Context: an optimization exercise on an open-source flow, tuned for small area. The choices shown serve that exercise and are no tape-out recipe. In this exercise RTL edits were held to simulation tests only and were not proved equivalent to the original. Power and IR drop assume default switching activity.

==> flow/design.v <==
`timescale 1ns / 1ps
module FourBitCPU(rst, clk, opcode, address, myinput, myoutput, HLT, s_flag, z_flag, c_flag);
input rst, clk;
input [3:0] opcode;
input [3:0] address;
input [7:0] myinput;
output reg [7:0] myoutput;
output reg HLT, s_flag, z_flag, c_flag;
reg [7:0] memE [0:7];
reg [7:0] memO [0:7];
reg [7:0] stk  [0:7];
reg [3:0] stackPoint;
reg [4:0] progCount;
wire pcDone = (progCount[2:0] == 3'b000);
wire run = !pcDone && !HLT;
wire [7:0] oSel = 8'd1 << address[3:1];
wire [7:0] eSel = address[0] ? {oSel[6:0], oSel[7]} : oSel;
wire [2:0] eIdx = address[3:1] + address[0];
wire [7:0] eVal = memE[eIdx];
wire [7:0] oVal = memO[address[3:1]];
wire       isXchg = (opcode == 4'd2);
wire [7:0] memA  = (address[0] ^ isXchg) ? oVal : eVal;
wire [7:0] mem0  = memE[0];
wire [7:0] spSel  = 8'd1 << stackPoint[2:0];
wire [7:0] stkTop = stk[stackPoint[2:0]];
wire       isSub = (opcode == 4'd1);
wire [7:0] addB  = myinput ^ {8{isSub}};
reg [8:0] cy;
reg [7:0] sum;
integer k;
always @*
begin
  cy[0] = isSub;
  for (k=0; k<8; k=k+1)
  begin
    sum[k] = memA[k] ^ addB[k] ^ cy[k];
    cy[k+1] = (memA[k] & addB[k]) | (cy[k] & (memA[k] ^ addB[k]));
  end
end
wire borrow = !cy[8];
reg [3:0] lut;    
always @*
  case (opcode)
    4'd3:  lut = 4'b1100;    
    4'd5:  lut = 4'b1010;    
    4'd7:  lut = 4'b1000;    
    4'd9:  lut = 4'b1110;    
    4'd10: lut = 4'b0110;    
    4'd14: lut = 4'b0011;    
    default: lut = 4'b1100;  
  endcase
reg [7:0] lres;
integer j;
always @*
  for (j=0; j<8; j=j+1)
    lres[j] = (opcode == 4'd3) ? mem0[j] : lut[{memA[j], myinput[j]}];
wire [7:0] wres = (opcode == 4'd12) ? stkTop : lres;
reg [7:0] res;
always @*
  case (opcode)
    4'd0:  res = sum;
    4'd4:  res = memA >> 1;
    4'd13: res = memA << 1;
    default: res = wres;
  endcase
wire resZero = (lres == 8'd0);
wire memZero = resZero;
wire isPush = (opcode == 4'd11);
wire isPop  = (opcode == 4'd12);
wire wrA    = (opcode == 4'd3) || (opcode == 4'd5) || (opcode == 4'd7) || (opcode == 4'd9) ||
              (opcode == 4'd10) || (opcode == 4'd12) || (opcode == 4'd14);
wire weE = run && (isXchg || (wrA && !address[0]));
wire weO = run && (isXchg || (wrA && address[0]));
wire [7:0] dE = isXchg ? oVal : wres;
wire [7:0] dO = isXchg ? eVal : wres;
wire [7:0] dE0 = dE & {8{!rst}};
wire [7:0] dE1 = dE | {8{rst}};
wire [7:0] dO0 = dO & {8{!rst}};
wire [7:0] dO1 = dO | {8{rst}};
wire stkWe = run && (isPush || isPop);
wire stkK  = rst || isPop;
wire [7:0] dS0 = memA & {8{!stkK}};
wire [7:0] dS1 = memA | {8{stkK}};
wire       dS3a = rst ? 1'b0 : isPop ? !stackPoint[3] : memA[3];
wire       dS3b = rst ? 1'b1 : isPop ? !stackPoint[3] : memA[3];
genvar g;
generate
  for (g=0; g<8; g=g+1)
  begin : bank
    wire enE = rst || (weE && eSel[g]);
    wire enO = rst || (weO && oSel[g]);
    wire [7:0] nE = {dE0[7:4], g[2] ? dE1[3] : dE0[3], g[1] ? dE1[2] : dE0[2],
                     g[0] ? dE1[1] : dE0[1], dE0[0]};
    wire [7:0] nO = {dO0[7:4], g[2] ? dO1[3] : dO0[3], g[1] ? dO1[2] : dO0[2],
                     g[0] ? dO1[1] : dO0[1], dO1[0]};
    wire enS = rst || (stkWe && (isPush ? spSel[(g+1)%8] : spSel[g]));
    wire [7:0] nS = {dS0[7:4], (g >= 6) ? dS3b : dS3a, g[2] ? dS1[2] : dS0[2],
                     g[1] ? dS1[1] : dS0[1], g[0] ? dS1[0] : dS0[0]};
    always @(posedge clk)
    begin
      if (enE) memE[g] <= nE;
      if (enO) memO[g] <= nO;
      if (enS) stk[g] <= nS;
    end
  end
endgenerate
always @(posedge clk)
begin
if (rst)
begin
  c_flag <= 0;
  z_flag <= 0;
  s_flag <= 0;
  myoutput <= 0;
  HLT <= 0;
  progCount <= 5'b00001;
  stackPoint <= 4'b1110;
end
else if (run)
begin
  progCount <= {progCount[3:0], progCount[4] ^ progCount[2]};
  if (opcode != 4'd15) myoutput <= res;
  case (opcode)
  4'd0: begin c_flag <= cy[8]; s_flag <= 1'b0; if (memZero) z_flag <= 1'b1; end
  4'd1: begin c_flag <= borrow; s_flag <= borrow; z_flag <= memZero; end
  4'd3, 4'd7: if (resZero) z_flag <= 1'b1;
  4'd5, 4'd6: z_flag <= resZero;
  4'd8: begin c_flag <= 1'b0; s_flag <= 1'b0; z_flag <= 1'b0; end
  4'd9, 4'd10: begin c_flag <= 1'b0; s_flag <= 1'b0; z_flag <= resZero; end
  4'd11: stackPoint <= stackPoint - 1'b1;
  4'd12: stackPoint <= stackPoint + 1'b1;
  4'd13: z_flag <= memZero;
  4'd15: HLT <= 1'b1;
  default: ;
  endcase
end
end
endmodule
export LEC_CHECK = 0
export CAP_MARGIN = 10
export CORE_MARGIN = 2
export CORE_UTILIZATION = 78
export GPL_TIMING_DRIVEN = 0
export SLEW_MARGIN = 10
create_clock -name core_clock -period 8.0 [get_ports {clk}]
standard.sh (not shown) runs the stock make flow with config.mk's settings and CLKGATE_MAP_FILE= SYNTH_SCRIPT=/design/flow/synth_recipe.tcl, a recipe that flattens the netlist after the stock synthesis.
==> flow/flow/run.sh <==
#!/bin/bash
# Own flow: the standard layout (standard.sh), with the synthesis script
# swapped for flow/synth.tcl (same as synth_recipe.tcl but a different ABC
# mapping script) and no separate adder mapping. Every tool's output goes to a log file in this folder.
set -euo pipefail
HERE=$(pwd)
export FLOW_ABC_SCRIPT=$HERE/flow/abc_map.script
# check that synth_recipe.tcl is the script we modified
diff <(grep -v '^proc synth' synth_recipe.tcl) <(grep -v '^#\|^proc\|^  \|^}' flow/synth.tcl) > synth_diff.log 2>&1 || true
# Also leave ADDER_MAP_FILE empty, so that ORFS skips its extract_fa/adder
# mapping step and ABC maps the adder logic with everything else.
sed "s#SYNTH_SCRIPT=[^ ]*#SYNTH_SCRIPT=$HERE/flow/synth.tcl ADDER_MAP_FILE=#" standard.sh > my_standard.sh
if [[ -f flow/cts_args ]]; then export CTS_ARGS="$(cat flow/cts_args)"; fi
if [[ -f flow/buffer_ports_args ]]; then export BUFFER_PORTS_ARGS="$(cat flow/buffer_ports_args)"; fi
bash my_standard.sh > flow_run.log 2>&1
==> flow/flow/abc_map.script <==
strash
dch -f
amap
mfs -a
strash
dch -f
amap
topo
==> flow/flow/buffer_ports_args <==
-buffer_cell sky130_fd_sc_hd__buf_1
==> flow/flow/cts_args <==
-sink_clustering_enable -repair_clock_nets -dont_use_dummy_load -buf_list {sky130_fd_sc_hd__clkbuf_4} -sink_clustering_size 9 -sink_clustering_max_diameter 40
==> flow/flow/synth.tcl <==
# The standard flow's synthesis script (synth_recipe.tcl) with one change: the combinational
# logic is mapped by ABC with flow/abc_map.script (area-oriented amap and mfs) instead of
# ORFS's abc_speed/abc_area script. Registers are untouched by ABC.
proc synth {args} { yosys synth -nofsm -noshare {*}$args }
proc abc {args} {
  set i [lsearch -exact $args -script]
  if {$i >= 0} { lset args [expr {$i + 1}] $::env(FLOW_ABC_SCRIPT) }
  yosys abc {*}$args
}
source $::env(SCRIPTS_DIR)/synth.tcl
# left out here: clear keep_hierarchy, flatten, clean up, hide names made inside functions, write 1_2_yosys.v
The starting point passed the timing, design-rule and antenna checks.
Edit:
==> flow/flow/cts_args (replaced) <==
-sink_clustering_enable -repair_clock_nets -dont_use_dummy_load -buf_list {sky130_fd_sc_hd__clkbuf_4} -sink_clustering_size 10 -sink_clustering_max_diameter 40
CORE_UTILIZATION = 82   (was 78)
What happened: Core utilization goes up by 4.1 points; power is higher slightly; flip-flop and latch count stays the same; hold slack is worse by 0.016 ns; wire length goes up by roughly a tenth; clock-buffer cell count does not change.
Edit:
CAP_MARGIN = 20   (was 10)
CORE_UTILIZATION = 75   (was 82)
SLEW_MARGIN = 20   (was 10)
The changed run went through all stages and came out clean.
Power falls by 1.7%.
Clock-buffer cell count stays the same.
Synthesized cell count stays the same.
Clock skew stays flat.
Final area is higher by 0.46%.
Die area climbs by 9.0%.
Sequential power hardly moves.
Setup slack improves by 0.68 ns.
Global-route usage shrinks by 9.1 points.
Utilization went down by 7.6 points.

static timing again, ports no longer ideal:
The flow's constraints put no driver on any port. The routed layouts listed below were extracted and timed again, unchanged, in two steps. Step 1 (the two cells are an assumption about what drives the block):
set clk [get_ports {clk}]
set_driving_cell -lib_cell sky130_fd_sc_hd__clkbuf_16 $clk
set_driving_cell -lib_cell sky130_fd_sc_hd__buf_2 [delete_from_list [all_inputs] $clk]
Step 2 times the ports against the registers' clock, not the clock port: input delays grow and output delays shrink by t, the midpoint of the rising clock arrivals with the driver on. a / b / c = no drivers / after step 1 / after step 2; a / b = the first two.
| run | t (ns) | slack for setup (ns) | cell pins on the clock port's net |
|---|---|---|---|
| the first run | 0.649 | 0.981 / 0.997 / 0.348 | 1 |
| the second run | 0.680 | 0.428 / 0.441 / -0.239 | 1 |
| the third run | 0.678 | 1.107 / 1.122 / 0.444 | 1 |
With both steps, setup timing fails in the second run, where it was met with ideal ports. The setup slack of the second run, which loses most, moves by +0.013 ns with the drivers and by -0.667 ns with both steps.
